This is an optimization exercise on Yosys and OpenROAD, whose aim is small area, not a production implementation.
Where RTL was checked, it was by simulation tests only, not by an equivalence proof against the original.
No functional check of the RTL was part of runs 2 to 4.
Power figures rest on the tool's default switching activity, not on a simulated workload.

==> flow/design.v <==
module mini16sc_cpu
  #(
    parameter WIDTH_I = 16,
    parameter WIDTH_D = 16,
    parameter DEPTH_I = 10,
    parameter DEPTH_D = 10,
    parameter DEPTH_REG = 5
    )
  (
   input                    clk,
   input                    reset,
   input                    soft_reset,
   output reg [DEPTH_I-1:0] mem_i_r_addr,
   input [WIDTH_I-1:0]      mem_i_r_data,
   output reg [DEPTH_D-1:0] mem_d_r_addr,
   input [WIDTH_D-1:0]      mem_d_r_data,
   output reg [DEPTH_D-1:0] mem_d_w_addr,
   output reg [WIDTH_D-1:0] mem_d_w_data,
   output reg               mem_d_we
   );
  localparam I_ST   = 5'h01;
  localparam I_MVC  = 5'h02;
  localparam I_BA   = 5'h03;
  localparam I_BC   = 5'h04;
  localparam I_MUL  = 5'h05;
  localparam I_SR   = 5'h06;
  localparam I_SL   = 5'h07;
  localparam I_SRA  = 5'h08;
  localparam I_ADD  = 5'h10;
  localparam I_SUB  = 5'h11;
  localparam I_AND  = 5'h12;
  localparam I_OR   = 5'h13;
  localparam I_XOR  = 5'h14;
  localparam I_MV   = 5'h15;
  localparam I_MVIL = 5'h16;
  localparam I_MVS  = 5'h17;
  localparam I_BL   = 5'h18;
  localparam I_LD   = 5'h19;
  localparam I_CNZ  = 5'h1a;
  localparam I_CNM  = 5'h1b;
  reg [15:0]  inst;
  wire [4:0]  ol_d = inst[15:11];
  wire [4:0]  ol_a = inst[10:6];
  wire        is_im = inst[5];
  wire [4:0]  op = inst[4:0];
  reg [15:0]  regfile [0:31];
  wire [511:0] rf_all;
  genvar      gr;
  generate
    for (gr = 0; gr < 32; gr = gr + 1) begin : g_rf
      assign rf_all[16*gr+15:16*gr] = regfile[gr];
    end
  endgenerate
  wire [15:0] rd, ra;
  mini16sc_rf_read u_rd (.sel(ol_d), .rf(rf_all), .q(rd));
  mini16sc_rf_read u_ra (.sel(ol_a), .rf(rf_all), .q(ra));
  wire [15:0] b = is_im ? {{11{ol_a[4]}}, ol_a} : ra;
  wire        ra_nz = |ra;
  wire        u_go = (op == I_MUL) | (op == I_SR) | (op == I_SL) | (op == I_SRA);
  wire [1:0]  u_sel = {(op == I_SRA) | (op == I_MUL), (op == I_SR) | (op == I_MUL)};
  reg         s1_v, s2_v;
  reg [1:0]   s1_k, s2_k;
  reg [15:0]  s1_d, s1_b, s2_d;
  reg [15:0]  m3, m4, m5;
  reg [15:0]  sp0, sp1, sp2, sp3;
  wire        sh_big = |s1_b[15:4];
  wire        sh_left = (s1_k == 2'd0);
  wire        sh_fill = (s1_k == 2'd2) & s1_d[15];
  wire [15:0] sh_in;
  wire [15:0] sh_out;
  wire [15:0] sh_res;
  genvar g;
  generate
    for (g = 0; g < 16; g = g + 1) begin : g_rev
      assign sh_in[g] = sh_left ? s1_d[15-g] : s1_d[g];
      assign sh_res[g] = sh_left ? sh_out[15-g] : sh_out[g];
    end
  endgenerate
  wire [31:0] sh_ext = {{16{sh_fill}}, sh_in} >> s1_b[3:0];
  assign sh_out = sh_big ? {16{sh_fill}} : sh_ext[15:0];
  wire [15:0] mul_res = s1_d * s1_b;
  always @(posedge clk) begin
    s1_v <= u_go;
    s1_k <= u_sel;
    s1_d <= rd;
    s1_b <= b;
    s2_v <= s1_v;
    s2_k <= s1_k;
    s2_d <= (s1_k == 2'd3) ? mul_res : sh_res;
    if (s2_v && s2_k == 2'd0) sp0 <= s2_d;
    if (s2_v && s2_k == 2'd1) sp1 <= s2_d;
    if (s2_v && s2_k == 2'd2) sp2 <= s2_d;
    if (s2_v && s2_k == 2'd3) m3 <= s2_d;
    m4 <= m3;
    m5 <= m4;
    sp3 <= m5;
  end
  reg [15:0] sp_r;
  always @* begin
    case (b[1:0])
      2'd0: sp_r = sp0;
      2'd1: sp_r = sp1;
      2'd2: sp_r = sp2;
      default: sp_r = sp3;
    endcase
  end
  wire [10:0] pc_inc = {1'b0, mem_i_r_addr} + 11'd1;
  wire        is_sub = op[0];
  wire [16:0] addsub_x = {rd, 1'b1} + {b ^ {16{is_sub}}, is_sub};
  wire [15:0] addsub = addsub_x[16:1];
  reg [15:0] wdata;
  always @* begin
    case (op)
      I_ADD,
      I_SUB:  wdata = addsub;
      I_AND:  wdata = rd & b;
      I_OR:   wdata = rd | b;
      I_XOR:  wdata = rd ^ b;
      I_MV:   wdata = b;
      I_MVC:  wdata = rd;
      I_MVS:  wdata = sp_r;
      I_BL:   wdata = {5'd0, pc_inc};
      I_LD:   wdata = mem_d_r_data;
      I_MVIL: wdata = {5'd0, inst[15:5]};
      I_CNZ:  wdata = {16{ra_nz}};
      I_CNM:  wdata = {16{~ra[15]}};
      default: wdata = 16'd0;
    endcase
  end
  wire       we = op[4] | ((op == I_MVC) & ra_nz);
  wire [4:0] waddr = (op == I_MVC) ? 5'd0 : (op == I_MVIL) ? 5'd1 : ol_d;
  wire do_jump = (op == I_BA) | (op == I_BL) | ((op == I_BC) & (|rd));
  always @(posedge clk) begin
    if (we)
      regfile[waddr] <= wdata;
    if (reset | soft_reset)
      mem_i_r_addr <= 10'd0;
    else if (do_jump)
      mem_i_r_addr <= ra[9:0];
    else
      mem_i_r_addr <= pc_inc[9:0];
    inst[15:5] <= mem_i_r_data[15:5];
    if (reset)
      inst[4:0] <= 5'd0;
    else
      inst[4:0] <= mem_i_r_data[4:0];
    if (op == I_LD)
      mem_d_r_addr <= ra[9:0];
    mem_d_w_addr <= rd[9:0];
    mem_d_w_data <= b;
    mem_d_we <= (op == I_ST);
  end
endmodule
module mini16sc_aoi222(input [2:0] a, input [2:0] s, output y);
  assign y = ~|(a & s);
endmodule
module mini16sc_rf_read(input [4:0] sel, input [511:0] rf, output [15:0] q);
  wire [32:0] dec;
  genvar i, j;
  generate
    for (i = 0; i < 32; i = i + 1) begin : g_dec
      assign dec[i] = (sel == i);
    end
    assign dec[32] = dec[31];
    for (j = 0; j < 16; j = j + 1) begin : g_bit
      wire [32:0] col;
      wire [10:0] y;
      for (i = 0; i < 32; i = i + 1) begin : g_col
        assign col[i] = rf[16*i+j];
      end
      assign col[32] = col[31];
      for (i = 0; i < 11; i = i + 1) begin : g_aoi
        mini16sc_aoi222 u (.a(col[3*i+2:3*i]), .s(dec[3*i+2:3*i]), .y(y[i]));
      end
      assign q[j] = ~&y;
    end
  endgenerate
endmodule
==> flow/run.sh <==
#!/bin/bash
# synth_recipe.tcl (not shown) runs the flow's synth.tcl, then flattens the netlist and writes it again
# the make line also repeats each setting of config.mk as NAME=value (left out here)
make -C /OpenROAD-flow-scripts/flow DESIGN_CONFIG=/design/flow/config.mk WORK_HOME=/design/flow/orfs CLKGATE_MAP_FILE= SYNTH_SCRIPT=/design/flow/synth_recipe.tcl finish
==> flow/config.mk <==
export PLATFORM = sky130hd
export DESIGN_NAME = mini16sc_cpu
export DESIGN_NICKNAME = mini16sc_cpu
export VERILOG_FILES = /design/flow/design.v
export SDC_FILE = /design/flow/constraint.sdc
export NUM_CORES = 4
export LEC_CHECK = 0
export CAP_MARGIN = 20
export CORE_MARGIN = 2
export CORE_UTILIZATION = 40
export SLEW_MARGIN = 20
export SYNTH_HIERARCHICAL = 1
==> flow/constraint.sdc <==
create_clock -name core_clock -period 7.0 [get_ports {clk}]
set_input_delay 1.4000 -clock core_clock [delete_from_list [all_inputs] [get_ports {clk}]]
set_output_delay 1.4000 -clock core_clock [all_outputs]
set_load 0.01 [all_outputs]
==> results.sh, run 1 <==
export IMPL_outcome="finished clean"
export IMPL_hold_path_end="sp3[14]"
export IMPL_hp_start="m5[14]"
export IMPL_post_route_cells_drive_above_1_share_pct=12.5
export IMPL_clkLatencyLatePin_ns=0.65
export IMPL_layout_worst_path_cycle_share_pct=92.7
export IMPL_post_synth_cell_area_avg_um2=13.7
export IMPL_route_detailed_drc=0
export IMPL_finalCriticalPeriod_ns=6.49
export IMPL_ctsResizeCount=0
export IMPL_arrival_ns=6.96
export IMPL_stdcell_area_um2=39400
export IMPL_ctsRootBufferMaster="sky130_fd_sc_hd__clkbuf_16"
export IMPL_ys_top_cells_by_count="sky130_fd_sc_hd__edfxtp_1 (586), sky130_fd_sc_hd__a222oi_1 (356), sky130_fd_sc_hd__inv_1 (158), sky130_fd_sc_hd__nor2_1 (150), sky130_fd_sc_hd__dfxtp_1 (129)"
export IMPL_required_ns=7.47
export IMPL_max_slew_margin_rel_pct=17.8
export IMPL_die_y_um=295
export IMPL_ys_dominant_reg_cell="sky130_fd_sc_hd__edfxtp_1"
export IMPL_worst_path_max_delay_cell="sky130_fd_sc_hd__o2111ai_2"
export IMPL_critPathMaxFanout=17
export IMPL_die_outline_area_um2=87100
export IMPL_port_buffers=81
export IMPL_flip_flop_and_latch_count_after_synthesis=715
export IMPL_setup_worst_path_end_class="flop"
export IMPL_hold_viol_final=0
export IMPL_power_per_cell_area_nw_per_um2=325
export IMPL_critical_path_startpoint="inst[9]"
export IMPL_dr_pass1_iters=15
export IMPL_grt_total_ovfl=0
export IMPL_antenna_found_initial=11
export IMPL_cts_repair_timing_setup_buffer_count=0
export IMPL_routed_wl_met2_mm=54.1
export IMPL_seq_power_share_pct=38.5
export IMPL_r2r_start="inst[9]"
export IMPL_yosys_top_cells_area="sky130_fd_sc_hd__edfxtp_1 (52%), sky130_fd_sc_hd__a222oi_1 (11%), sky130_fd_sc_hd__dfxtp_1 (7.6%)"
export IMPL_worstHoldPathType="flop to flop"
export IMPL_critical_path_top_delay_family="compound AO/OA/AOI/OAI gates"
export IMPL_internal_power_w=0.00856
export IMPL_final_setup_viol_count=0
export IMPL_grt_pass1_vias=24529
export IMPL_number_of_max_capacitance_violations_reported=0
export IMPL_cts_tree="done"
export IMPL_clockPowerShare_pct=30.6
export IMPL_total_number_of_vias=25525
export IMPL_grtUsageTotal_pct=27.2
export IMPL_detail_route_wirelength_met1_mm=45.8
export IMPL_critical_path_buf_inv_count=2
export IMPL_detailed_place_area_um2=37000
export IMPL_htree_levels=3
export IMPL_post_synth_top_count_cell="sky130_fd_sc_hd__edfxtp_1"
export IMPL_wl_per_cell_um=31.1
export IMPL_share_of_the_yosys_chip_area_belonging_to_registers_pct=59.5
export IMPL_number_of_flops_mapped_to_enable_cells_by_yosys=586
export IMPL_worst_r2r_path_depth=18
export IMPL_floorplan_initialDensity_pct=40.4
export IMPL_postRouteAntennaNets=0
export IMPL_timing_setup_tns_ns=0
export IMPL_via_per_inst=6.58
export IMPL_dr_wl_met3_mm=14.0
export IMPL_drtIter0Drc=4982
export IMPL_reg2reg_to="regfile[29][14]"
export IMPL_clock_skew_ns=0.0498
export IMPL_detailed_place_hpwl_mm=84.6
export IMPL_tritoncts_num_buffers=75
export IMPL_async_reset_ff_share_pct=0
export IMPL_num_nets_final=2896
export IMPL_yosys_area_top_type_share_pct=51.9
export IMPL_worst_hold_check_slack_ns=0.313
export IMPL_timing_hold_worst_path_depth=0
export IMPL_grt_setup_unrepaired="no"
export IMPL_p_comb_share_pct=30.9
export IMPL_cts_hold_repair_buffers=0
export IMPL_worst_setup_hold_path_clk_slew_ns=0.07
export IMPL_net_sw_power_w=0.00426
export IMPL_clock_sink_count=715
export IMPL_timing_fmax_ghz=0.154
export IMPL_place_gp_congestion=1.06
export IMPL_cts_root_to_sink_buffers=3
export IMPL_first_pass_grt_wire_length_mm=171
export IMPL_timing_worst_setup_path_type="flop to flop"
export IMPL_topRoutingLayerUsed="met5"
export IMPL_fp_dieW_um=295
export IMPL_number_of_instances_in_the_synthesized_netlist=2473
export IMPL_worstMarginPinSlew_ns=1.23
export IMPL_core_um2=83800
export IMPL_num_io_pins=82
export IMPL_timing_critical_path_from_type="flop"
export IMPL_pin_count_of_the_biggest_net_entering_global_routing=34
export IMPL_netlist_area_um2=33900
export IMPL_synth_top_cell_by_area="sky130_fd_sc_hd__edfxtp_1"
export IMPL_total_leakage_power_nw=14.0
export IMPL_crit_chain="or3_1, nor2_1, buf_4, a222oi_1, nand4_1, or3_1, mux2i_1, xnor2_1, ha_1, nand3_1, o2111ai_1, a21oi_1, o21bai_1, a21oi_1, o21ai_0, mux2i_1, o2111ai_2, buf_4"
export IMPL_growth_of_design_area_from_synthesis_to_finish_pct=16.3
export IMPL_ys_warn_count=7
export IMPL_slew_viol_final=0
export IMPL_vdd_ir_drop_max_mv=0.371
export IMPL_critical_path_max_stage_delay_ns=0.76
export IMPL_yosysUniqueCellTypes=67
export IMPL_timing_reg2reg_setup_slack_ns=0.51
export IMPL_netSwitchingFraction_pct=33.2
export IMPL_rows=106
export IMPL_fill_cells=7482
export IMPL_detail_route_wirelength_mm=121
==> Yosys stat by module, one instance, submodules excluded <==
module | cell area [um2] | cells inside
mini16sc_cpu | 29200 | 1899
mini16sc_rf_read | 602 | 111
mini16sc_aoi222 | 10.0 | 1
==> worst max-delay path by stage <==
| stage | cells after the start | endpoint |
|---|---|---|
| finish | 18 | regfile[29][14] |
| global route | 18 | regfile[29][14] |
| CTS | 18 | regfile[25][14] |
| detailed placement | 18 | regfile[26][14] |
| global placement | 17 | regfile[25][14] |
| floorplan | 13 | regfile[0][9] |
==> power by group through the flow <==
stage               registers, W  logic (W)  clock network, W
floorplan                0.00493    0.00269                 0
global placement         0.00502    0.00390                 0
detailed placement       0.00502    0.00394                 0
CTS                      0.00493    0.00397           0.00398
global route             0.00494    0.00442           0.00416
finish                   0.00494    0.00396           0.00392
==> cells in the final DEF, fill, tap and decap left out, types with 18 or more instances in the layout <==
cell type                           n
sky130_fd_sc_hd__or3_1             37
sky130_fd_sc_hd__mux2i_1           25
sky130_fd_sc_hd__a222oi_1         356
sky130_fd_sc_hd__edfxtp_1         586
sky130_fd_sc_hd__a21oi_1           67
sky130_fd_sc_hd__a22oi_1           23
sky130_fd_sc_hd__buf_4            134
sky130_fd_sc_hd__and2_1            77
sky130_fd_sc_hd__ha_1              97
sky130_fd_sc_hd__clkdlybuf4s50_1   81
sky130_fd_sc_hd__nor2_2            24
sky130_fd_sc_hd__mux4_2            35
sky130_fd_sc_hd__nand2_1          128
sky130_fd_sc_hd__o21ai_0           27
sky130_fd_sc_hd__nand3_1           55
sky130_fd_sc_hd__fa_1              80
sky130_fd_sc_hd__nor2_1           122
sky130_fd_sc_hd__clkbuf_16         78
sky130_fd_sc_hd__xor2_1            18
sky130_fd_sc_hd__xnor2_1           54
sky130_fd_sc_hd__nor3_1            18
sky130_fd_sc_hd__inv_1            158
sky130_fd_sc_hd__dfxtp_1          128
sky130_fd_sc_hd__nand4_1           74
==> routing by layer <==
metal | GRT usage, % | vias up
li1 | - | 10639
met1 | 35.8 | 12792
met2 | 42.2 | 1767
met3 | 6.75 | 317
met4 | 13.0 | 10
met5 | 0 | -
==> cell type report <==
class	count	area [um2]	area share, %
Clock inverter	40	353	0.895
Multi-Input combinational cell	1517	13000	32.9
Antenna cell	2	5.00	0.0127
Timing Repair Buffer	217	1840	4.67
Sequential cell	715	20200	51.2
Tap cell	1134	1420	3.60
Inverter	158	593	1.50
Clock buffer	99	2080	5.28
==> per-stage QoR <==
step / total power (W) / cells / utilization [%] / worst slack, ns
finish: 0.0128 / 3882 / 47.0 / 0.509
global route: 0.0135 / 3881 / 47.0 / 0.318
CTS: 0.0129 / 3879 / 47.0 / 0.776
detailed placement: 0.00896 / 3740 / 44.1 / 0.799
global placement: 0.00892 / 3739 / 44.1 / 0.679
floorplan: 0.00762 / 2473 / - / 0.373
==> state kept, by name (all words and copies together) (netlist names) <==
register and count:
inst 16, s1_v 1, s2_k 2, m5 16, s2_v 1, s1_k 2, sp2 16, s2_d 16
sp3 16, s1_b 16, mem_d_r_addr 10, mem_d_we 1, mem_i_r_addr 10, m4 16, sp0 16, sp1 16
s1_d 16, m3 16, regfile 512
==> cell families after synthesis <==
| logic type | after synthesis | synth area share, % |
|---|---|---|
| adder cells (fa/ha/maj) | 177 | 8.31 |
| multiplexers | 65 | 3.23 |
| flip-flops | 715 | 59.5 |
| XOR/XNOR | 72 | 1.86 |
| buffers and inverters | 241 | 2.81 |
| AND/OR/NAND/NOR | 628 | 9.42 |
| AO/OA/AOI/OAI | 575 | 14.8 |
==> run 2: changes to the inputs <==
--- a/flow/design.v
+++ b/flow/design.v
@@ -162,5 +162,5 @@
       assign dec[i] = (sel == i);
     end
-    assign dec[32] = dec[31];
+    assign dec[32] = 1'b0;
     for (j = 0; j < 16; j = j + 1) begin : g_bit
       wire [32:0] col;
@@ -169,5 +169,5 @@
         assign col[i] = rf[16*i+j];
       end
-      assign col[32] = col[31];
+      assign col[32] = 1'b0;
       for (i = 0; i < 11; i = i + 1) begin : g_aoi
         mini16sc_aoi222 u (.a(col[3*i+2:3*i]), .s(dec[3*i+2:3*i]), .y(y[i]));
--- a/flow/config.mk
+++ b/flow/config.mk
@@ -6,7 +6,9 @@
 export NUM_CORES = 4
 export LEC_CHECK = 0
-export CAP_MARGIN = 20
+export CAP_MARGIN = 0
 export CORE_MARGIN = 2
 export CORE_UTILIZATION = 40
-export SLEW_MARGIN = 20
+export CTS_BUF_LIST = sky130_fd_sc_hd__clkbuf_4 sky130_fd_sc_hd__clkbuf_8
+export CTS_CLUSTER_SIZE = 25
+export SLEW_MARGIN = 0
 export SYNTH_HIERARCHICAL = 1
==> run 2 against run 1 <==
  * Synthesized cell count hardly changed
  * First-iteration DRC count rose by 4.1%
  * Wire length increased by 0.46%
  * Via count is 1.9% higher
  * Still clean
  * Flip-flop and latch count did not move
  * Power rose by 12%
  * Global-route usage increased by 0.34 points
  * Critical path depth fell by 1
  * Combinational power up 46%
==> results.sh, run 2 <==
export IMPL_timing_worst_setup_path_type="flop to flop"
export IMPL_mostFrequentLayoutCell="sky130_fd_sc_hd__edfxtp_1"
export IMPL_stdcell_area_um2=39500
export IMPL_rows=106
export IMPL_fp_dieW_um=295
export IMPL_timing_fmax_ghz=0.150
export IMPL_clock_sink_count=715
export IMPL_final_cell_mix="sky130_fd_sc_hd__edfxtp_1 (586), sky130_fd_sc_hd__a222oi_1 (356), sky130_fd_sc_hd__inv_1 (158), sky130_fd_sc_hd__buf_4 (131), sky130_fd_sc_hd__nor2_1 (130)"
export IMPL_grt_pass1_vias=25189
export IMPL_number_of_max_capacitance_violations_reported=0
export IMPL_yosysUniqueCellTypes=68
export IMPL_number_of_flops_mapped_to_enable_cells_by_yosys=586
export IMPL_dr_pass1_iters=15
export IMPL_clkLatencyLatePin_ns=0.78
export IMPL_worstHoldPathType="flop to flop"
export IMPL_ctsResizeCount=0
export IMPL_grt_setup_unrepaired="no"
export IMPL_antenna_found_initial=14
export IMPL_ctsRootBufferMaster="sky130_fd_sc_hd__clkbuf_8"
export IMPL_pin_count_of_the_biggest_net_entering_global_routing=33
export IMPL_via_per_inst=6.48
export IMPL_timing_critical_path_from_type="flop"
export IMPL_num_io_pins=82
export IMPL_total_leakage_power_nw=14.2
export IMPL_fin_cells=4015
export IMPL_registers_top_by_ff_count="regfile"
export IMPL_setup_worst_path_end_class="flop"
export IMPL_hp_start="m5[2]"
export IMPL_detail_route_wirelength_mm=121
export IMPL_routed_wl_met2_mm=55.2
export IMPL_max_slew_margin_rel_pct=8.86
export IMPL_tritoncts_num_buffers=113
export IMPL_die_y_um=295
export IMPL_layout_worst_path_cycle_share_pct=95.3
export IMPL_timing_final_ws_setup_ns=0.332
export IMPL_route_detailed_drc=0
export IMPL_arrival_ns=7.23
export IMPL_yosys_top_cells_area="sky130_fd_sc_hd__edfxtp_1 (52%), sky130_fd_sc_hd__a222oi_1 (11%), sky130_fd_sc_hd__dfxtp_1 (7.6%)"
export IMPL_design_power_total_w=0.0144
export IMPL_post_synth_cell_area_avg_um2=13.7
export IMPL_async_reset_ff_share_pct=0
export IMPL_grt_total_ovfl=0
export IMPL_cts_root_to_sink_buffers=3
export IMPL_floorplan_initialDensity_pct=40.4
export IMPL_port_buffers=81
export IMPL_final_setup_viol_count=0
export IMPL_power_per_cell_area_nw_per_um2=365
export IMPL_number_of_instances_in_the_synthesized_netlist=2475
export IMPL_htree_levels=3
export IMPL_num_nets_final=2993
export IMPL_finalCriticalPeriod_ns=6.67
export IMPL_cts_hold_repair_buffers=0
export IMPL_first_pass_grt_wire_length_mm=174
export IMPL_fill_cells=7362
export IMPL_drtIter0Drc=5186
export IMPL_hold_viol_final=0
export IMPL_critPathMaxFanout=18
export IMPL_largest_reg_flops=512
export IMPL_netlist_area_um2=33900
export IMPL_place_worst_setup_slack_ns=0.651
export IMPL_vdd_ir_drop_max_mv=0.691
export IMPL_worst_setup_hold_path_clk_slew_ns=0.07
export IMPL_share_of_the_yosys_chip_area_belonging_to_registers_pct=59.5
export IMPL_detail_route_wirelength_met1_mm=46.2
export IMPL_ys_warn_count=7
export IMPL_core_um2=83800
export IMPL_outcome="finished clean"
export IMPL_critical_path_startpoint="inst[7]"
export IMPL_worstMarginPinSlew_ns=1.36
export IMPL_flip_flop_and_latch_count_after_synthesis=715
export IMPL_slew_viol_final=0
export IMPL_timing_setup_tns_ns=0
export IMPL_required_ns=7.56
export IMPL_placed_cells_incl_taps=3800
export IMPL_yosys_area_top_type_share_pct=51.9
export IMPL_die_outline_area_um2=87100
export IMPL_total_number_of_vias=26003
export IMPL_place_gp_congestion=1.00
export IMPL_cts_repair_timing_setup_buffer_count=0
export IMPL_growth_of_design_area_from_synthesis_to_finish_pct=16.5
export IMPL_crit_chain="nand2b_1, nor2_1, a222oi_1, nand4_1, or3_1, a21oi_1, xnor2_1, ha_1, a41oi_1, o21ai_0, a21oi_1, o21bai_1, a21oi_1, o21ai_0, mux2i_1, o2111ai_2, buf_4"
export IMPL_synth_top_cell_by_area="sky130_fd_sc_hd__edfxtp_1"
export IMPL_post_synth_top_count_cell="sky130_fd_sc_hd__edfxtp_1"
export IMPL_detailed_place_area_um2=37100
export IMPL_cts_tree="done"
export IMPL_clock_skew_ns=0.0610
export IMPL_ys_dominant_reg_cell="sky130_fd_sc_hd__edfxtp_1"
export IMPL_detailed_place_hpwl_mm=86.5
export IMPL_r2r_start="inst[7]"
export IMPL_crit_top_cell="sky130_fd_sc_hd__a21oi_1"
export IMPL_dr_wl_met3_mm=13.1
export IMPL_worst_path_max_delay_cell="sky130_fd_sc_hd__o2111ai_2"
export IMPL_post_route_cells_drive_above_1_share_pct=14.3
export IMPL_ys_top_cells_by_count="sky130_fd_sc_hd__edfxtp_1 (586), sky130_fd_sc_hd__a222oi_1 (356), sky130_fd_sc_hd__inv_1 (158), sky130_fd_sc_hd__nor2_1 (150), sky130_fd_sc_hd__dfxtp_1 (129)"
export IMPL_topRoutingLayerUsed="met5"
export IMPL_wl_per_cell_um=30.2
export IMPL_critical_path_max_stage_delay_ns=0.89
export IMPL_postRouteAntennaNets=0
export IMPL_grtUsageTotal_pct=27.5
[run 2: area by class of cell]
cell class,count,area (um2),area share [%]
flip-flops and latches,715,20200,51.1
well taps,1134,1420,3.59
repair buffers,212,1790,4.54
inverters,158,593,1.50
diodes,7,17.5,0.0444
clock inverters,55,450,1.14
clock buffers,153,1890,4.78
multi-input cells,1581,13100,33.3
[run 2: kinds of logic (layout without fill, tap and decap cells)]
logic type / after synthesis / after routing / synth area share (%)
compound gates: 575 / 575 / 14.8
xor+xnor: 72 / 72 / 1.86
fa+ha+maj: 177 / 177 / 8.30
buf+inv: 241 / 578 / 2.81
flops: 715 / 715 / 59.5
mux: 65 / 65 / 3.23
other cells: 2 / 71 / 0.0222
simple gates: 628 / 628 / 9.42
[run 2: where the power goes]
| part | total (W) | leakage (nW) | internal, W | switching [W] |
|---|---|---|---|---|
| combinational | 0.00580 | 6.49 | 0.00226 | 0.00354 |
| clock | 0.00366 | 1.25 | 0.00196 | 0.00170 |
| sequential | 0.00496 | 6.46 | 0.00478 | 0.000173 |
| total | 0.0144 | 14.2 | 0.00900 | 0.00541 |
[run 2: metrics by stage]
stage | hold slack, ns | utilization [%]
final | 0.321 | 47.1
after global routing | 0.333 | 47.1
after CTS | 0.326 | 47.1
after detailed placement | 0.312 | 44.3
after global placement | 0.311 | 44.3
after floorplan | 0.310 | -
[run 2: worst paths after layout]
| kind | endpoint | slack, ns | cells past startpoint |
|---|---|---|---|
| worst max register to register | regfile[29][14] | 0.33 | 17 |
| worst min register to register | sp3[2] | 0.32 | 0 |
| worst max-delay path | regfile[29][14] | 0.33 | 17 |
| worst min-delay path | sp3[2] | 0.32 | 0 |
[run 2: critical path: cells and delay by family (launching register included)]
kind,cells,cell delay [ns]
AOI/OAI and AO/OA,9,3.03
xor gates and xnor gates,1,0.11
adders and majority gates,1,0.33
buffers and inverters,1,0.37
DFF,1,0.49
muxes,1,0.16
and+or+nand+nor,4,1.96
[run 2: layer usage]
layer / GRT usage (%) / vias to the layer above
met5: 0 / -
met4: 13.4 / 16
met3: 5.95 / 314
met2: 43.2 / 1772
met1: 36.2 / 13092
li1: - / 10809
[run 2: per-module statistics from Yosys (local to each module, per instance)]
module	cells inside	flip-flops and latches
mini16sc_aoi222	1	0
mini16sc_cpu	1899	715
mini16sc_rf_read	112	0
==> run 3: changes to the inputs <==
--- a/flow/config.mk
+++ b/flow/config.mk
@@ -8,7 +8,8 @@
 export CAP_MARGIN = 0
 export CORE_MARGIN = 2
-export CORE_UTILIZATION = 40
+export CORE_UTILIZATION = 55
 export CTS_BUF_LIST = sky130_fd_sc_hd__clkbuf_4 sky130_fd_sc_hd__clkbuf_8
 export CTS_CLUSTER_SIZE = 25
+export GPL_TIMING_DRIVEN = 0
 export SLEW_MARGIN = 0
 export SYNTH_HIERARCHICAL = 1
==> run 3 against run 2 <==
  * The layout now fails its checks (max-capacitance violations, max-slew violations)
  * Sequential power shrank 1%
  * First-iteration DRC count decreased by 12%
  * Clock skew grew 0.0048 ns
  * Worst setup slack worse by 0.12 ns
  * Clock power fell by 4%
  * Maximum frequency shrank 1.7%
  * Cell count decreased by 8.7%
  * Synthesized cell count is the same
  * Core utilization is 17 points higher
  * Synthesized area unchanged
  * Combinational power grew 2%
  * Critical path type unchanged
==> results.sh, run 3 <==
export IMPL_critPathMaxFanout=16
export IMPL_dr_pass1_iters=14
export IMPL_detailed_place_area_um2=36900
export IMPL_timing_worst_setup_path_type="flop to flop"
export IMPL_worst_setup_hold_path_clk_slew_ns=0.07
export IMPL_ctsRootBufferMaster="sky130_fd_sc_hd__clkbuf_8"
export IMPL_num_io_pins=82
export IMPL_max_slew_margin_rel_pct=-2.70
export IMPL_timing_critical_path_from_type="flop"
export IMPL_grt_setup_unrepaired="no"
export IMPL_htree_levels=3
export IMPL_flip_flop_and_latch_count_after_synthesis=715
export IMPL_setup_worst_path_end_class="flop"
export IMPL_share_of_the_yosys_chip_area_belonging_to_registers_pct=59.5
export IMPL_violatedChecks="max-capacitance violations, max-slew violations"
export IMPL_clock_sink_count=715
export IMPL_number_of_max_capacitance_violations_reported=4
export IMPL_ys_top_cells_by_count="sky130_fd_sc_hd__edfxtp_1 (586), sky130_fd_sc_hd__a222oi_1 (356), sky130_fd_sc_hd__inv_1 (158), sky130_fd_sc_hd__nor2_1 (150), sky130_fd_sc_hd__dfxtp_1 (129)"
export IMPL_total_number_of_vias=26034
export IMPL_post_synth_cell_area_avg_um2=13.7
export IMPL_post_synth_top_count_cell="sky130_fd_sc_hd__edfxtp_1"
export IMPL_tritoncts_num_buffers=112
export IMPL_first_pass_grt_wire_length_mm=170
export IMPL_worst_hold_check_slack_ns=0.297
export IMPL_post_synth_xor_area_fraction_pct=1.86
export IMPL_design_power_total_w=0.0144
export IMPL_netlist_area_um2=33900
export IMPL_die_outline_area_um2=63600
export IMPL_wl_per_cell_um=32.6
export IMPL_detailed_place_hpwl_mm=85.2
export IMPL_number_of_flops_mapped_to_enable_cells_by_yosys=586
export IMPL_clock_skew_ns=0.0658
export IMPL_vdd_ir_drop_max_mv=0.891
export IMPL_grt_pass1_vias=25119
export IMPL_yosys_top_cells_area="sky130_fd_sc_hd__edfxtp_1 (52%), sky130_fd_sc_hd__a222oi_1 (11%), sky130_fd_sc_hd__dfxtp_1 (7.6%)"
export IMPL_synth_adder_area_share_pct=8.30
export IMPL_arrival_ns=7.39
export IMPL_timing_fmax_ghz=0.147
export IMPL_worstHoldPathType="flop to flop"
export IMPL_postRouteAntennaNets=0
export IMPL_fp_dieW_um=252
export IMPL_outcome="failed layout checks"
export IMPL_required_ns=7.61
export IMPL_die_y_um=252
export IMPL_slew_viol_final=35
export IMPL_floorplan_initialDensity_pct=55.2
export IMPL_drtIter0Drc=4544
export IMPL_core_um2=61400
export IMPL_grt_total_ovfl=0
export IMPL_num_nets_final=2999
export IMPL_number_of_instances_in_the_synthesized_netlist=2475
export IMPL_largest_reg_flops=512
export IMPL_finalCriticalPeriod_ns=6.78
export IMPL_post_route_cells_drive_above_1_share_pct=13.8
export IMPL_stdcell_area_um2=39300
export IMPL_fin_cells=3666
export IMPL_clkLatencyLatePin_ns=0.77
export IMPL_total_leakage_power_nw=14.0
export IMPL_ys_warn_count=7
export IMPL_grtUsageTotal_pct=37.1
export IMPL_power_per_cell_area_nw_per_um2=366
export IMPL_placed_cells_incl_taps=3462
export IMPL_rows=91
export IMPL_growth_of_design_area_from_synthesis_to_finish_pct=15.8
export IMPL_route_detailed_drc=0
export IMPL_worstMarginPinSlew_ns=1.53
export IMPL_hold_viol_final=0
export IMPL_cts_root_to_sink_buffers=3
export IMPL_synthMuxAreaShare_pct=3.23
export IMPL_port_buffers=81
export IMPL_cts_tree="done"
export IMPL_synth_simple_gate_area_share_pct=9.42
export IMPL_mostFrequentLayoutCell="sky130_fd_sc_hd__edfxtp_1"
export IMPL_place_gp_congestion=0.964
export IMPL_via_per_inst=7.10
export IMPL_final_cell_mix="sky130_fd_sc_hd__edfxtp_1 (586), sky130_fd_sc_hd__a222oi_1 (356), sky130_fd_sc_hd__inv_1 (158), sky130_fd_sc_hd__dfxtp_1 (126), sky130_fd_sc_hd__nand2_1 (125)"
export IMPL_synth_top_cell_by_area="sky130_fd_sc_hd__edfxtp_1"
export IMPL_layout_worst_path_cycle_share_pct=96.9
export IMPL_detail_route_wirelength_mm=119
export IMPL_yosysUniqueCellTypes=68
export IMPL_final_setup_viol_count=0
export IMPL_yosys_area_top_type_share_pct=51.9
export IMPL_synth_top_family_by_area="compound AO/OA/AOI/OAI gates"
export IMPL_antenna_found_initial=4
export IMPL_registers_top_by_ff_count="regfile"
export IMPL_async_reset_ff_share_pct=0
export IMPL_ys_dominant_reg_cell="sky130_fd_sc_hd__edfxtp_1"
export IMPL_synth_compound_gate_area_share_pct=14.8
export IMPL_pin_count_of_the_biggest_net_entering_global_routing=33
==> run 3: changes by cell type in the layout (fill, tap and decap cells not counted), sizes merged <==
| cell | change |
|---|---|
| clkinvlp | +2 |
| buf | -48 |
| bufinv | -3 |
| inv | -2 |
| clkbuf | +50 |
| clkdlybuf4s15 | +1 |
| diode | -5 |
==> run 3: cell type report <==
type | instances | area [um2]
well taps | 790 | 988
plain buffers | 79 | 359
diodes | 2 | 5.00
flip-flops and latches | 715 | 20200
inverters | 158 | 593
fillers | 4632 | 22100
clock buffers | 149 | 1880
clock inverters | 52 | 367
multi-input cells | 1581 | 13300
repair buffers | 140 | 1590
==> run 3: stage by stage <==
step                      setup slack (ns)  utilization, %  setup TNS (ns)
after floorplan                      0.500               -               0
after global placement               -4.65            58.5         -776.73
after detailed placement            -0.683            60.1          -94.15
after CTS                        0.0000462            63.8               0
after global routing                0.0598            64.0               0
final                                0.215            64.0               0
==> run 3: worst paths after layout <==
path	start	endpoint	slack [ns]	cells past startpoint
worst min register to register	s1_v	s2_v	0.30	0
worst min-delay path	s1_v	s2_v	0.30	0
worst max-delay path	inst[11]	regfile[16][11]	0.22	18
worst max register to register	inst[11]	regfile[16][11]	0.22	18
==> run 3: kinds of logic (layout without fill, tap and decap cells) <==
family | Yosys count | count (layout)
AO/OA/AOI/OAI | 575 | 575
XOR/XNOR | 72 | 72
adder cells (fa/ha/maj) | 177 | 177
buffers and inverters | 241 | 578
flip-flops | 715 | 715
multiplexers | 65 | 65
other | 2 | 66
AND/OR/NAND/NOR | 628 | 628
==> run 3: what timing repair did <==
item | 4_1_cts | 5_1_grt
resized for setup | 18 | 18
pin swaps | 3 | 3
hold buffers | 0 | 0
gates cloned | 0 | 0
setup buffers | 1 | 2
setup endpoints to repair | 248 | 155
==> run 3: worst max-delay path, stage by stage, from the launching register on <==
cell and delay [ns]:
sky130_fd_sc_hd__dfxtp_1 0.62, sky130_fd_sc_hd__nand2b_1 0.17, sky130_fd_sc_hd__clkbuf_1 0.53, sky130_fd_sc_hd__nor2_1 0.48, sky130_fd_sc_hd__a222oi_1 0.70, sky130_fd_sc_hd__nand4_1 0.41, sky130_fd_sc_hd__or3_1 0.71, sky130_fd_sc_hd__ha_1 0.51
sky130_fd_sc_hd__nand2_1 0.10, sky130_fd_sc_hd__nor3_1 0.20, sky130_fd_sc_hd__a21boi_0 0.35, sky130_fd_sc_hd__a2111oi_2 0.12, sky130_fd_sc_hd__nor2_1 0.42, sky130_fd_sc_hd__o21ai_0 0.16, sky130_fd_sc_hd__mux2_2 0.29, sky130_fd_sc_hd__o211ai_1 0.28
sky130_fd_sc_hd__buf_6 0.21, sky130_fd_sc_hd__buf_4 0.20, sky130_fd_sc_hd__buf_4 0.20
==> run 3: routing by layer <==
layer / global-route usage, % / wire length, um / vias to the layer above
met4: 20.7 / 7700 / 2
li1: - / - / 10808
met1: 49.3 / 43600 / 12901
met5: 0 / 13 / -
met2: 57.4 / 53700 / 1951
met3: 7.74 / 14300 / 372
==> run 3: power by group <==
part / internal [W] / total (W) / switching, W
Sequential: 0.00478 / 0.00489 / 0.000111
Clock: 0.00184 / 0.00353 / 0.00169
Combinational: 0.00236 / 0.00594 / 0.00359
Total: 0.00898 / 0.0144 / 0.00538
==> run 3: per-module statistics from Yosys, one instance, submodules excluded <==
| module | copies in the design | flops+latches | cells |
|---|---|---|---|
| mini16sc_rf_read | 2 | 0 | 112 |
| mini16sc_cpu | 1 | 715 | 1899 |
| mini16sc_aoi222 | 352 | 0 | 1 |
==> run 4: changes to the inputs <==
--- a/flow/design.v
+++ b/flow/design.v
@@ -106,12 +106,9 @@
   end
   wire [10:0] pc_inc = {1'b0, mem_i_r_addr} + 11'd1;
-  wire        is_sub = op[0];
-  wire [16:0] addsub_x = {rd, 1'b1} + {b ^ {16{is_sub}}, is_sub};
-  wire [15:0] addsub = addsub_x[16:1];
   reg [15:0] wdata;
   always @* begin
     case (op)
-      I_ADD,
-      I_SUB:  wdata = addsub;
+      I_ADD:  wdata = rd + b;
+      I_SUB:  wdata = rd - b;
       I_AND:  wdata = rd & b;
       I_OR:   wdata = rd | b;
@@ -140,9 +137,8 @@
     else
       mem_i_r_addr <= pc_inc[9:0];
-    inst[15:5] <= mem_i_r_data[15:5];
     if (reset)
-      inst[4:0] <= 5'd0;
+      inst <= 16'd0;
     else
-      inst[4:0] <= mem_i_r_data[4:0];
+      inst <= mem_i_r_data;
     if (op == I_LD)
       mem_d_r_addr <= ra[9:0];
==> flow/config.mk (replaced) <==
export PLATFORM = sky130hd
export DESIGN_NAME = mini16sc_cpu
export DESIGN_NICKNAME = mini16sc_cpu
export VERILOG_FILES = /design/flow/design.v
export SDC_FILE = /design/flow/constraint.sdc
export NUM_CORES = 4
export LEC_CHECK = 0
export CAP_MARGIN = 20
export CORE_MARGIN = 2
export CORE_UTILIZATION = 40
export SLEW_MARGIN = 20
export SYNTH_HIERARCHICAL = 1
==> run 4 against run 3 <==
  * Now clean on timing, DRC and antenna
  * Synthesized area rose by 0.71%
  * Cell count rose by 9.8%
  * Clock skew fell by 0.028 ns
  * Register-to-register slack improved by 0.14 ns
  * Worst hold slack improved by 0.029 ns
  * First-iteration DRC count rose by 9.4%
  * Power rose by 7.8%
  * Wire length rose by 1.3%
  * Sequential power rose by 1%
  * Critical path type unchanged
  * Critical endpoint is now regfile[23][11]
==> results.sh, run 4 <==
export IMPL_cts_hold_repair_buffers=0
export IMPL_grt_setup_unrepaired="no"
export IMPL_critPathMaxFanout=32
export IMPL_synthMuxAreaShare_pct=1.86
export IMPL_number_of_max_capacitance_violations_reported=0
export IMPL_num_io_pins=82
export IMPL_netlist_area_um2=34100
export IMPL_yosys_area_top_type_share_pct=51.5
export IMPL_registers_top_by_ff_count="regfile"
export IMPL_outcome="finished clean"
export IMPL_detail_route_wirelength_mm=121
export IMPL_clock_skew_ns=0.0375
export IMPL_critical_path_top_delay_family="compound AO/OA/AOI/OAI gates"
export IMPL_post_route_cells_drive_above_1_share_pct=11.6
export IMPL_cts_tree="done"
export IMPL_power_per_cell_area_nw_per_um2=388
export IMPL_critical_path_max_stage_delay_ns=0.59
export IMPL_worstHoldPathType="flop to flop"
export IMPL_design_power_total_w=0.0155
export IMPL_timing_worst_setup_path_type="flop to flop"
export IMPL_route_detailed_drc=0
export IMPL_worstMarginPinSlew_ns=1.14
export IMPL_port_buffers=81
export IMPL_setup_worst_path_end_class="flop"
export IMPL_pin_count_of_the_biggest_net_entering_global_routing=38
export IMPL_place_gp_congestion=0.980
export IMPL_ys_dominant_reg_cell="sky130_fd_sc_hd__edfxtp_1"
export IMPL_sequential_cell_area_um2=20200
export IMPL_layout_worst_path_cycle_share_pct=95.0
export IMPL_place_worst_setup_slack_ns=0.600
export IMPL_antenna_found_initial=3
export IMPL_clkLatencyLatePin_ns=0.65
export IMPL_yosysUniqueCellTypes=75
export IMPL_num_nets_final=3035
export IMPL_worst_path_max_delay_cell="sky130_fd_sc_hd__a222oi_1"
export IMPL_post_synth_top_count_cell="sky130_fd_sc_hd__edfxtp_1"
export IMPL_synth_top_family_by_area="compound AO/OA/AOI/OAI gates"
export IMPL_fill_cells=7572
export IMPL_worst_setup_hold_path_clk_slew_ns=0.07
export IMPL_core_um2=84900
export IMPL_ctsRootBufferMaster="sky130_fd_sc_hd__clkbuf_16"
export IMPL_crit_chain="nand2b_1, nor2_1, a222oi_1, nand4_1, or3_1, mux2_2, inv_1, ha_1, o21ai_0, ha_1, nor2b_1, o31a_1, o21a_1, a21oi_1, o21ai_1, o21ai_0, xnor2_1, a211o_1, buf_4"
export IMPL_clock_sink_count=715
export IMPL_fp_dieW_um=296
export IMPL_number_of_instances_in_the_synthesized_netlist=2550
export IMPL_timing_fmax_ghz=0.150
export IMPL_ys_top_cells_by_count="sky130_fd_sc_hd__edfxtp_1 (586), sky130_fd_sc_hd__a222oi_1 (375), sky130_fd_sc_hd__nor2_1 (173), sky130_fd_sc_hd__inv_1 (152), sky130_fd_sc_hd__nand2_1 (136)"
export IMPL_required_ns=7.31
export IMPL_arrival_ns=6.96
export IMPL_synth_adder_area_share_pct=8.49
export IMPL_synth_compound_gate_area_share_pct=15.8
export IMPL_final_cell_mix="sky130_fd_sc_hd__edfxtp_1 (586), sky130_fd_sc_hd__a222oi_1 (375), sky130_fd_sc_hd__nor2_1 (162), sky130_fd_sc_hd__inv_1 (152)"
export IMPL_dr_pass1_iters=15
export IMPL_total_leakage_power_nw=14.3
export IMPL_die_y_um=296
export IMPL_synth_simple_gate_area_share_pct=9.94
export IMPL_flip_flop_and_latch_count_after_synthesis=715
export IMPL_detailed_place_hpwl_mm=86.0
export IMPL_async_reset_ff_share_pct=0
export IMPL_timing_reg2reg_setup_slack_ns=0.35
export IMPL_yosys_top_cells_area="sky130_fd_sc_hd__edfxtp_1 (52%), sky130_fd_sc_hd__a222oi_1 (11%), sky130_fd_sc_hd__dfxtp_1 (7.6%)"
export IMPL_grt_total_ovfl=0
export IMPL_growth_of_design_area_from_synthesis_to_finish_pct=16.8
export IMPL_timing_setup_tns_ns=0
export IMPL_vdd_ir_drop_max_mv=0.793
export IMPL_first_pass_grt_wire_length_mm=172
export IMPL_worst_hold_check_slack_ns=0.326
export IMPL_via_per_inst=6.45
export IMPL_die_outline_area_um2=87700
export IMPL_grtUsageTotal_pct=27.2
export IMPL_timing_final_ws_setup_ns=0.351
export IMPL_ys_warn_count=7
export IMPL_timing_critical_path_from_type="flop"
export IMPL_htree_levels=3
export IMPL_multiInputGateArea_um2=13300
export IMPL_cts_repair_timing_setup_buffer_count=0
export IMPL_post_synth_xor_area_fraction_pct=1.91
export IMPL_floorplan_initialDensity_pct=40.2
export IMPL_tritoncts_num_buffers=75
export IMPL_number_of_flops_mapped_to_enable_cells_by_yosys=586
export IMPL_finalCriticalPeriod_ns=6.65
export IMPL_postRouteAntennaNets=0
export IMPL_ctsResizeCount=0
export IMPL_grt_pass1_vias=24842
export IMPL_cts_root_to_sink_buffers=3
export IMPL_mostFrequentLayoutCell="sky130_fd_sc_hd__edfxtp_1"
export IMPL_wl_per_cell_um=30.0
export IMPL_final_setup_viol_count=0
export IMPL_critical_path_buf_inv_count=2
export IMPL_synth_top_cell_by_area="sky130_fd_sc_hd__edfxtp_1"
export IMPL_share_of_the_yosys_chip_area_belonging_to_registers_pct=59.1
export IMPL_drtIter0Drc=4973
export IMPL_largest_reg_flops=512
export IMPL_slew_viol_final=0
export IMPL_post_synth_cell_area_avg_um2=13.4
export IMPL_max_slew_margin_rel_pct=23.8
export IMPL_rows=107
export IMPL_total_number_of_vias=25958
export IMPL_hold_viol_final=0
## run 4: kinds of logic (layout without fill, tap and decap cells)
family / count (synthesis) / in the layout
mux: 39 / 39
flops: 715 / 715
other cells: 2 / 67
xor+xnor: 73 / 73
simple gates: 671 / 671
fa+ha+maj: 183 / 183
compound gates: 622 / 622
buf+inv: 245 / 511
## run 4: worst paths after layout
path	startpoint	endpoint	cells past startpoint
worst max-delay path	inst[6]	regfile[23][11]	19
worst min-delay path	m4[10]	m5[10]	0
worst max register to register	inst[6]	regfile[23][11]	19
worst min register to register	m4[10]	m5[10]	0
## run 4: through the flow
stage / util [%] / area, um2 / instances
after floorplan: - / 34400 / 2612
after global placement: 44.0 / 37300 / 3882
after detailed placement: 44.0 / 37300 / 3883
after CTS: 47.0 / 39900 / 4021
after global routing: 47.0 / 39900 / 4023
final: 47.0 / 39900 / 4025
## run 4: area by class of cell
| class | count | share of cell area (%) |
|---|---|---|
| Multi-Input combinational cell | 1652 | 33.4 |
| Clock buffer | 90 | 5.08 |
| Antenna cell | 3 | 0.0188 |
| Tap cell | 1144 | 3.59 |
| Sequential cell | 715 | 50.6 |
| Timing Repair Buffer | 218 | 4.60 |
| Clock inverter | 48 | 1.23 |
| Inverter | 155 | 1.46 |
## run 4: power by group
part	total, W	switching [W]	internal, W
Combinational	0.00648	0.00382	0.00266
Sequential	0.00496	0.000169	0.00479
Clock	0.00405	0.00170	0.00235
Total	0.0155	0.00569	0.00980
## run 4: modules after synthesis (local to each module, per instance)
| module | times used | cell area [um2] |
|---|---|---|
| mini16sc_cpu | 1 | 29400 |
| mini16sc_aoi222 | 352 | 10.0 |
| mini16sc_rf_read | 2 | 606 |
## run 4: routing by layer
metal  vias to the layer above  wire, um  track usage [%]
met4                         2      5440             11.5
met2                      1677     55100             42.4
li1                      10980         -                -
met1                     13071     47400             36.6
met3                       228     13000             6.01
met5                         -         7                0
==> run 5: changes to the inputs <==
--- a/flow/design.v
+++ b/flow/design.v
@@ -106,9 +106,12 @@
   end
   wire [10:0] pc_inc = {1'b0, mem_i_r_addr} + 11'd1;
+  wire        is_sub = op[0];
+  wire [16:0] addsub_x = {rd, 1'b1} + {b ^ {16{is_sub}}, is_sub};
+  wire [15:0] addsub = addsub_x[16:1];
   reg [15:0] wdata;
   always @* begin
     case (op)
-      I_ADD:  wdata = rd + b;
-      I_SUB:  wdata = rd - b;
+      I_ADD,
+      I_SUB:  wdata = addsub;
       I_AND:  wdata = rd & b;
       I_OR:   wdata = rd | b;
@@ -137,8 +140,9 @@
     else
       mem_i_r_addr <= pc_inc[9:0];
+    inst[15:5] <= mem_i_r_data[15:5];
     if (reset)
-      inst <= 16'd0;
+      inst[4:0] <= 5'd0;
     else
-      inst <= mem_i_r_data;
+      inst[4:0] <= mem_i_r_data[4:0];
     if (op == I_LD)
       mem_d_r_addr <= ra[9:0];
@@ -158,5 +162,5 @@
       assign dec[i] = (sel == i);
     end
-    assign dec[32] = 1'b0;
+    assign dec[32] = dec[31];
     for (j = 0; j < 16; j = j + 1) begin : g_bit
       wire [32:0] col;
@@ -165,5 +169,5 @@
         assign col[i] = rf[16*i+j];
       end
-      assign col[32] = 1'b0;
+      assign col[32] = col[31];
       for (i = 0; i < 11; i = i + 1) begin : g_aoi
         mini16sc_aoi222 u (.a(col[3*i+2:3*i]), .s(dec[3*i+2:3*i]), .y(y[i]));
==> flow/flow/run.sh (new file) <==
#!/bin/bash
# The standard layout, with clock tree synthesis told not to add dummy
# loads (the standard flow's arguments otherwise)
set -euo pipefail
export CTS_ARGS="-sink_clustering_enable -repair_clock_nets -dont_use_dummy_load"
bash standard.sh > standard_flow.log 2>&1
==> flow/standard.sh (new file) <==
#!/bin/bash
# synth_recipe.tcl (not shown) runs the flow's synth.tcl, then flattens the netlist and writes it again
# the make line also repeats each setting of config.mk as NAME=value (left out here)
make -C /OpenROAD-flow-scripts/flow DESIGN_CONFIG=/design/flow/config.mk WORK_HOME=/design/flow/orfs CLKGATE_MAP_FILE= SYNTH_SCRIPT=/design/flow/synth_recipe.tcl "${@:-finish}"
--- a/flow/config.mk
+++ b/flow/config.mk
@@ -8,5 +8,6 @@
 export CAP_MARGIN = 20
 export CORE_MARGIN = 2
-export CORE_UTILIZATION = 40
+export CORE_UTILIZATION = 50
+export GPL_TIMING_DRIVEN = 0
 export SLEW_MARGIN = 20
 export SYNTH_HIERARCHICAL = 1
removed: flow/run.sh
==> run 5 against run 4 <==
  * The layout now fails its checks (negative setup slack)
  * Flip-flop and latch count stayed put
  * Count of clock-buffer cells in the layout is 14 lower
  * First-iteration DRC count is 9.6% lower
  * Cell count is 11% lower
  * Clock skew is 0.042 ns higher
  * Core utilization is 12 points higher
  * Critical path type unchanged
  * Critical endpoint is now regfile[4][11]
==> results.sh, run 5 <==
export IMPL_detailed_place_area_um2=37300
export IMPL_clkLatencyLatePin_ns=0.63
export IMPL_yosys_top_cells_area="sky130_fd_sc_hd__edfxtp_1 (52%), sky130_fd_sc_hd__a222oi_1 (11%), sky130_fd_sc_hd__dfxtp_1 (7.6%)"
export IMPL_core_um2=67200
export IMPL_ys_dominant_reg_cell="sky130_fd_sc_hd__edfxtp_1"
export IMPL_pin_count_of_the_biggest_net_entering_global_routing=33
export IMPL_largest_reg_flops=512
export IMPL_layout_worst_path_cycle_share_pct=101
export IMPL_total_number_of_vias=25397
export IMPL_worstMarginPinSlew_ns=1.18
export IMPL_yosysUniqueCellTypes=67
export IMPL_gr_usage_met2_pct=52.6
export IMPL_fin_cells=3594
export IMPL_cts_root_to_sink_buffers=3
export IMPL_tritoncts_num_buffers=76
export IMPL_final_cell_mix="sky130_fd_sc_hd__edfxtp_1 (586), sky130_fd_sc_hd__a222oi_1 (356), sky130_fd_sc_hd__inv_1 (158), sky130_fd_sc_hd__nand2_1 (125), sky130_fd_sc_hd__dfxtp_1 (125)"
export IMPL_vdd_ir_drop_max_mv=0.371
export IMPL_utilization_pct=58.5
export IMPL_first_pass_grt_wire_length_mm=170
export IMPL_mostFrequentLayoutCell="sky130_fd_sc_hd__edfxtp_1"
export IMPL_clock_sink_count=715
export IMPL_registers_top_by_ff_count="regfile"
export IMPL_ys_top_cells_by_count="sky130_fd_sc_hd__edfxtp_1 (586), sky130_fd_sc_hd__a222oi_1 (356), sky130_fd_sc_hd__inv_1 (158), sky130_fd_sc_hd__nor2_1 (150), sky130_fd_sc_hd__dfxtp_1 (129)"
export IMPL_worstHoldPathType="flop to flop"
export IMPL_drtIter0Drc=4498
export IMPL_ctsRootBufferMaster="sky130_fd_sc_hd__clkbuf_16"
export IMPL_stdcell_area_um2=39300
export IMPL_fill_cells=5343
export IMPL_multiInputGateArea_um2=13200
export IMPL_htree_levels=3
export IMPL_timing_setup_tns_ns=-0.200
export IMPL_route_detailed_drc=0
export IMPL_slew_viol_final=0
export IMPL_hold_viol_final=0
export IMPL_cts_hold_repair_buffers=0
export IMPL_postRouteAntennaNets=0
export IMPL_setup_worst_path_end_class="flop"
export IMPL_number_of_flops_mapped_to_enable_cells_by_yosys=586
export IMPL_final_setup_viol_count=3
export IMPL_num_io_pins=82
export IMPL_share_of_the_yosys_chip_area_belonging_to_registers_pct=59.5
export IMPL_total_leakage_power_nw=13.8
export IMPL_number_of_max_capacitance_violations_reported=0
export IMPL_worst_setup_hold_path_clk_slew_ns=0.06
export IMPL_floorplan_initialDensity_pct=50.5
export IMPL_antenna_found_initial=5
export IMPL_post_synth_cell_area_avg_um2=13.7
export IMPL_flip_flop_and_latch_count_after_synthesis=715
export IMPL_power_per_cell_area_nw_per_um2=313
export IMPL_timing_critical_path_from_type="flop"
export IMPL_ys_warn_count=7
export IMPL_detail_route_wirelength_mm=119
export IMPL_via_per_inst=7.07
export IMPL_outcome="failed layout checks"
export IMPL_rows=95
export IMPL_timing_worst_setup_path_type="flop to flop"
export IMPL_critPathMaxFanout=16
export IMPL_cts_tree="done"
export IMPL_netlist_area_um2=33900
export IMPL_yosys_area_top_type_share_pct=51.9
export IMPL_violatedChecks="negative setup slack"
export IMPL_place_gp_congestion=0.986
export IMPL_post_route_cells_drive_above_1_share_pct=13.7
export IMPL_fp_dieW_um=264
export IMPL_required_ns=7.41
export IMPL_clock_skew_ns=0.0794
export IMPL_max_slew_margin_rel_pct=20.7
export IMPL_grt_total_ovfl=0
export IMPL_grt_pass1_vias=24816
export IMPL_number_of_instances_in_the_synthesized_netlist=2473
export IMPL_global_route_usage_met3_pct=8.46
export IMPL_timing_fmax_ghz=0.142
export IMPL_die_y_um=264
export IMPL_die_outline_area_um2=69900
export IMPL_post_synth_top_count_cell="sky130_fd_sc_hd__edfxtp_1"
export IMPL_wl_per_cell_um=33.1
export IMPL_synth_top_cell_by_area="sky130_fd_sc_hd__edfxtp_1"
export IMPL_worst_hold_check_slack_ns=0.277
export IMPL_dr_pass1_iters=13
export IMPL_timing_final_ws_setup_ns=-0.0666
export IMPL_sequential_cell_area_um2=20200
export IMPL_grt_setup_unrepaired="no"
export IMPL_grt_busiest_layer="met2"
export IMPL_arrival_ns=7.47
export IMPL_finalCriticalPeriod_ns=7.07
export IMPL_global_route_usage_met1_pct=43.5
export IMPL_grtUsageTotal_pct=33.6
export IMPL_port_buffers=81
export IMPL_num_nets_final=2933
export IMPL_growth_of_design_area_from_synthesis_to_finish_pct=16.0
export IMPL_detailed_place_hpwl_mm=86.6
export IMPL_async_reset_ff_share_pct=0
export IMPL_placed_cells_incl_taps=3521
## run 5: Yosys stat by module, one instance, submodules excluded
module | area (um2) | cells inside
mini16sc_rf_read | 602 | 111
mini16sc_aoi222 | 10.0 | 1
mini16sc_cpu | 29200 | 1899
## run 5: metal layers
| layer | vias to the layer above | part of all wire, % | wire length (um) |
|---|---|---|---|
| met1 | 12708 | 36 | 43400 |
| met4 | 6 | 5.8 | 6870 |
| met5 | - | 0.032 | 38 |
| met2 | 1717 | 46 | 54500 |
| met3 | 303 | 12 | 14300 |
| li1 | 10663 | - | - |
## run 5: critical path: stages, from the launching register on
cell,delay [ns]
sky130_fd_sc_hd__dfxtp_1,0.67
sky130_fd_sc_hd__nand2b_1,0.58
sky130_fd_sc_hd__nor2_2,0.32
sky130_fd_sc_hd__a222oi_1,0.99
sky130_fd_sc_hd__nand4_1,0.39
sky130_fd_sc_hd__or3_1,0.73
sky130_fd_sc_hd__ha_1,0.51
sky130_fd_sc_hd__nand2_1,0.10
sky130_fd_sc_hd__nor3_1,0.26
sky130_fd_sc_hd__a21boi_0,0.40
sky130_fd_sc_hd__a2111oi_2,0.13
sky130_fd_sc_hd__nor2_1,0.37
sky130_fd_sc_hd__o21ai_0,0.15
sky130_fd_sc_hd__mux2_2,0.29
sky130_fd_sc_hd__o211ai_1,0.17
sky130_fd_sc_hd__buf_4,0.18
sky130_fd_sc_hd__buf_4,0.20
sky130_fd_sc_hd__buf_4,0.19
sky130_fd_sc_hd__buf_4,0.19
## run 5: path summary, 6_finish.rpt
| check | startpoint | to | slack, ns | depth (start not counted) |
|---|---|---|---|---|
| max | inst[11] | regfile[4][11] | -0.07 | 18 |
| min | m5[5] | sp3[5] | 0.28 | 0 |
| max reg2reg | inst[11] | regfile[4][11] | -0.07 | 18 |
| min reg2reg | m5[5] | sp3[5] | 0.28 | 0 |
## run 5: cells by family after synthesis
family / after synthesis / synth area share (%)
AOI/OAI and AO/OA: 575 / 14.8
xor gates and xnor gates: 72 / 1.86
adders and majority gates: 177 / 8.31
buffers and inverters: 241 / 2.81
DFF: 715 / 59.5
muxes: 65 / 3.23
and+or+nand+nor: 628 / 9.42
## run 5: through the flow
stage                     power, W  worst slack (ns)
after floorplan            0.00762             0.373
after global placement     0.00885             -6.09
after detailed placement   0.00897             -1.57
after CTS                   0.0123           0.00401
after global routing        0.0130           0.00937
final                       0.0123           -0.0666
## run 5: timing repair
item | CTS | global route
pin swaps | 3 | 11
gates resized for setup | 18 | 18
setup buffers | 0 | 1
endpoints found under the setup margin | 377 | 94
## run 5: power breakdown
part	total, W	switching (W)	leakage, nW	internal (W)
Combinational	0.00403	0.00241	6.42	0.00162
Sequential	0.00488	0.000107	6.48	0.00478
Clock	0.00338	0.00148	0.937	0.00190
Total	0.0123	0.00400	13.8	0.00829
## run 5: cell type report
class / instances / area share [%]
antenna: 2 / 0.0127
sequential: 715 / 51.3
multi-input combinational: 1517 / 33.6
buffer: 77 / 0.897
clock buffer: 76 / 4.84
inverter: 158 / 1.51
tap: 873 / 2.78
timing repair buffer: 176 / 5.07
==> run 6: changes to the inputs <==
--- a/flow/config.mk
+++ b/flow/config.mk
@@ -8,6 +8,5 @@
 export CAP_MARGIN = 20
 export CORE_MARGIN = 2
-export CORE_UTILIZATION = 50
-export GPL_TIMING_DRIVEN = 0
+export CORE_UTILIZATION = 40
 export SLEW_MARGIN = 20
 export SYNTH_HIERARCHICAL = 1
==> run 6 against run 5 <==
  * The run now finishes clean
  * Synthesized cell count unchanged
  * Critical path depth stayed put
  * Clock power about the same
  * Non-clock buffer count shrank 36
  * Largest power group unchanged
  * Critical endpoint is now regfile[19][14]
  * Count of clock-buffer cells in the layout down 1
  * Cell count increased by 6.3%
  * Sequential power is 1% higher
  * Synthesized area did not move
==> results.sh, run 6 <==
export IMPL_number_of_max_capacitance_violations_reported=0
export IMPL_timing_fmax_ghz=0.154
export IMPL_timing_critical_path_from_type="flop"
export IMPL_cts_hold_repair_buffers=0
export IMPL_seq_power_share_pct=40.4
export IMPL_power_per_cell_area_nw_per_um2=315
export IMPL_vdd_ir_drop_max_mv=0.364
export IMPL_async_reset_ff_share_pct=0
export IMPL_ys_warn_count=7
export IMPL_dr_pass1_iters=22
export IMPL_timing_reg2reg_setup_slack_ns=0.49
export IMPL_clockPowerShare_pct=27.3
export IMPL_fp_dieW_um=295
export IMPL_flip_flop_and_latch_count_after_synthesis=715
export IMPL_via_per_inst=6.66
export IMPL_core_um2=83800
export IMPL_yosys_top_cells_area="sky130_fd_sc_hd__edfxtp_1 (52%), sky130_fd_sc_hd__a222oi_1 (11%), sky130_fd_sc_hd__dfxtp_1 (7.6%)"
export IMPL_grtUsageTotal_pct=27.1
export IMPL_post_synth_cell_area_avg_um2=13.7
export IMPL_mostFrequentLayoutCell="sky130_fd_sc_hd__edfxtp_1"
export IMPL_max_slew_margin_rel_pct=18.5
export IMPL_worstMarginPinSlew_ns=1.22
export IMPL_share_of_the_yosys_chip_area_belonging_to_registers_pct=59.5
export IMPL_yosys_area_top_type_share_pct=51.9
export IMPL_setup_worst_path_end_class="flop"
export IMPL_final_cell_mix="sky130_fd_sc_hd__edfxtp_1 (586), sky130_fd_sc_hd__a222oi_1 (356), sky130_fd_sc_hd__inv_1 (158), sky130_fd_sc_hd__buf_4 (134)"
export IMPL_net_sw_power_w=0.00404
export IMPL_reg2reg_to="regfile[19][14]"
export IMPL_worst_hold_check_slack_ns=0.277
export IMPL_die_outline_area_um2=87100
export IMPL_hp_start="m5[14]"
export IMPL_pin_count_of_the_biggest_net_entering_global_routing=34
export IMPL_internal_power_w=0.00820
export IMPL_detail_route_wirelength_mm=120
export IMPL_antenna_found_initial=13
export IMPL_cts_root_to_sink_buffers=3
export IMPL_required_ns=7.45
export IMPL_num_io_pins=82
export IMPL_hold_viol_final=0
export IMPL_ys_dominant_reg_cell="sky130_fd_sc_hd__edfxtp_1"
export IMPL_total_leakage_power_nw=13.7
export IMPL_cts_tree="done"
export IMPL_wl_per_cell_um=31.5
export IMPL_post_synth_top_count_cell="sky130_fd_sc_hd__edfxtp_1"
export IMPL_yosysUniqueCellTypes=67
export IMPL_total_number_of_vias=25437
export IMPL_hold_path_end="sp3[14]"
export IMPL_route_detailed_drc=0
export IMPL_num_nets_final=2896
export IMPL_netlist_area_um2=33900
export IMPL_arrival_ns=6.96
export IMPL_timing_hold_worst_path_depth=0
export IMPL_detailed_place_hpwl_mm=84.6
export IMPL_rows=106
export IMPL_cts_repair_timing_setup_buffer_count=0
export IMPL_finalCriticalPeriod_ns=6.51
export IMPL_clock_sink_count=715
export IMPL_timing_setup_tns_ns=0
export IMPL_outcome="finished clean"
export IMPL_netSwitchingFraction_pct=33.0
export IMPL_layout_worst_path_cycle_share_pct=92.9
export IMPL_htree_levels=3
export IMPL_slew_viol_final=0
export IMPL_postRouteAntennaNets=0
export IMPL_number_of_instances_in_the_synthesized_netlist=2473
export IMPL_ctsRootBufferMaster="sky130_fd_sc_hd__clkbuf_16"
export IMPL_number_of_flops_mapped_to_enable_cells_by_yosys=586
export IMPL_worst_setup_hold_path_clk_slew_ns=0.07
export IMPL_post_route_cells_drive_above_1_share_pct=11.6
export IMPL_timing_worst_setup_path_type="flop to flop"
export IMPL_final_setup_viol_count=0
export IMPL_ys_top_cells_by_count="sky130_fd_sc_hd__edfxtp_1 (586), sky130_fd_sc_hd__a222oi_1 (356), sky130_fd_sc_hd__inv_1 (158), sky130_fd_sc_hd__nor2_1 (150), sky130_fd_sc_hd__dfxtp_1 (129)"
export IMPL_tritoncts_num_buffers=75
export IMPL_port_buffers=81
export IMPL_p_comb_share_pct=32.3
export IMPL_grt_pass1_vias=24413
export IMPL_timing_final_ws_setup_ns=0.495
export IMPL_grt_setup_unrepaired="no"
export IMPL_place_gp_congestion=1.06
export IMPL_grt_total_ovfl=0
export IMPL_floorplan_initialDensity_pct=40.4
export IMPL_growth_of_design_area_from_synthesis_to_finish_pct=14.7
export IMPL_drtIter0Drc=4993
export IMPL_registers_top_by_ff_count="regfile"
export IMPL_first_pass_grt_wire_length_mm=171
export IMPL_clkLatencyLatePin_ns=0.65
export IMPL_place_worst_setup_slack_ns=0.799
export IMPL_die_y_um=295
export IMPL_critPathMaxFanout=17
export IMPL_clock_skew_ns=0.0993
export IMPL_largest_reg_flops=512
export IMPL_worstHoldPathType="flop to flop"
export IMPL_worst_r2r_path_depth=18
export IMPL_ctsResizeCount=0
export IMPL_r2r_start="inst[9]"
export IMPL_synth_top_cell_by_area="sky130_fd_sc_hd__edfxtp_1"
## run 6: changes by cell type in the layout (fill, tap and decap cells not counted), sizes merged
cell / change
clkbuf: -54
diode: +1
buf: +17
## run 6: worst max-delay path by stage
stage                      end      from  slack, ns  cells past startpoint
2_1_floorplan    regfile[0][9]   inst[9]       0.37                     13
3_3_place_gp   regfile[25][14]   inst[9]       0.68                     17
3_5_place_dp   regfile[26][14]   inst[7]       0.80                     18
4_1_cts               s2_d[15]   s1_d[4]       0.79                     20
5_1_grt        regfile[22][14]  inst[10]       0.32                     18
6_report       regfile[19][14]   inst[9]       0.49                     18
## run 6: logic make-up (layout without fill, tap and decap cells)
logic type | count (synthesis) | in the layout | share of synthesized area (%)
and+or+nand+nor | 628 | 628 | 9.42
muxes | 65 | 65 | 3.23
other | 0 | 3 | 0
AOI/OAI and AO/OA | 575 | 575 | 14.8
adders and majority gates | 177 | 177 | 8.31
DFF | 715 | 715 | 59.5
buffers and inverters | 241 | 450 | 2.81
xor gates and xnor gates | 72 | 72 | 1.86
## run 6: per-layer routing
metal / vias up / GRT usage (%) / routed length (um)
met5: - / 0 / 73
met4: 12 / 12.5 / 6410
met3: 299 / 6.65 / 14000
met2: 1743 / 42.3 / 54000
met1: 12795 / 35.7 / 45700
li1: 10588 / - / -
## run 6: area by class of cell
class,instances,area [um2]
Timing Repair Buffer,217,1840
Clock buffer,75,1880
Sequential cell,715,20200
Multi-Input combinational cell,1517,13000
Antenna cell,3,7.51
Tap cell,1134,1420
Inverter,158,593
Fill cell,7503,44900
## run 6: power groups by stage
| stage | Combinational [W] | Sequential (W) | Clock [W] |
|---|---|---|---|
| finish | 0.00395 | 0.00494 | 0.00335 |
| global route | 0.00442 | 0.00494 | 0.00356 |
| CTS | 0.00397 | 0.00494 | 0.00340 |
| detailed placement | 0.00394 | 0.00502 | 0 |
| global placement | 0.00390 | 0.00502 | 0 |
| floorplan | 0.00269 | 0.00493 | 0 |
## run 6: Yosys stat by module (local to each module, per instance)
module / cells inside / flip-flops and latches / area [um2] / times used
mini16sc_aoi222: 1 / 0 / 10.0 / 352
mini16sc_rf_read: 111 / 0 / 602 / 2
mini16sc_cpu: 1899 / 715 / 29200 / 1
## run 6: stage by stage
stage / cell area, um2 / util (%) / cells / total power, W
floorplan: 33900 / - / 2473 / 0.00762
global placement: 36900 / 44.1 / 3739 / 0.00892
detailed placement: 37000 / 44.1 / 3740 / 0.00896
CTS: 38800 / 46.3 / 3815 / 0.0123
global route: 38900 / 46.4 / 3817 / 0.0129
finish: 38900 / 46.4 / 3819 / 0.0122
## run 6: critical path, cell delays in order, from the launching register on
cell	delay (ns)
sky130_fd_sc_hd__dfxtp_1	0.63
sky130_fd_sc_hd__or3_1	0.31
sky130_fd_sc_hd__nor2_1	0.09
sky130_fd_sc_hd__buf_4	0.20
sky130_fd_sc_hd__a222oi_1	0.59
sky130_fd_sc_hd__nand4_1	0.48
sky130_fd_sc_hd__or3_1	0.61
sky130_fd_sc_hd__mux2i_1	0.38
sky130_fd_sc_hd__xnor2_1	0.17
sky130_fd_sc_hd__ha_1	0.31
sky130_fd_sc_hd__nand3_1	0.11
sky130_fd_sc_hd__o2111ai_1	0.23
sky130_fd_sc_hd__a21oi_1	0.32
sky130_fd_sc_hd__o21bai_1	0.10
sky130_fd_sc_hd__a21oi_1	0.35
sky130_fd_sc_hd__o21ai_0	0.18
sky130_fd_sc_hd__mux2i_1	0.15
sky130_fd_sc_hd__o2111ai_2	0.78
sky130_fd_sc_hd__buf_4	0.34

separate check: timing with driven ports:
In the flow no input, the clock included, has a driving cell. The finished layouts below were timed again as built, in two steps.
Step 1 sets driving cells, clkbuf_16 on the clock port and buf_2 on the other inputs (assumed; they add their load-dependent delay and slew).
Step 2 adds t to the input delays and takes it off the output delays; t is the mean of the earliest and latest rising clock arrival at the registers after step 1. Input paths then give back, and output paths get back, about the clock's delay inside the block.
Three values: ideal, step 1, step 2; two values: the first two.
run	shift t [ns]	setup slack, ns	cell pins on the clock port's net
run 1	0.695	0.509 / 0.509 / 0.509	1
run 2	0.814	0.332 / 0.332 / 0.332	1
run 3	0.796	0.215 / 0.215 / 0.215	1
run 4	0.690	0.351 / 0.351 / 0.351	1
run 5	0.660	-0.067 / -0.067 / -0.067	1
run 6	0.670	0.495 / 0.495 / 0.495	1
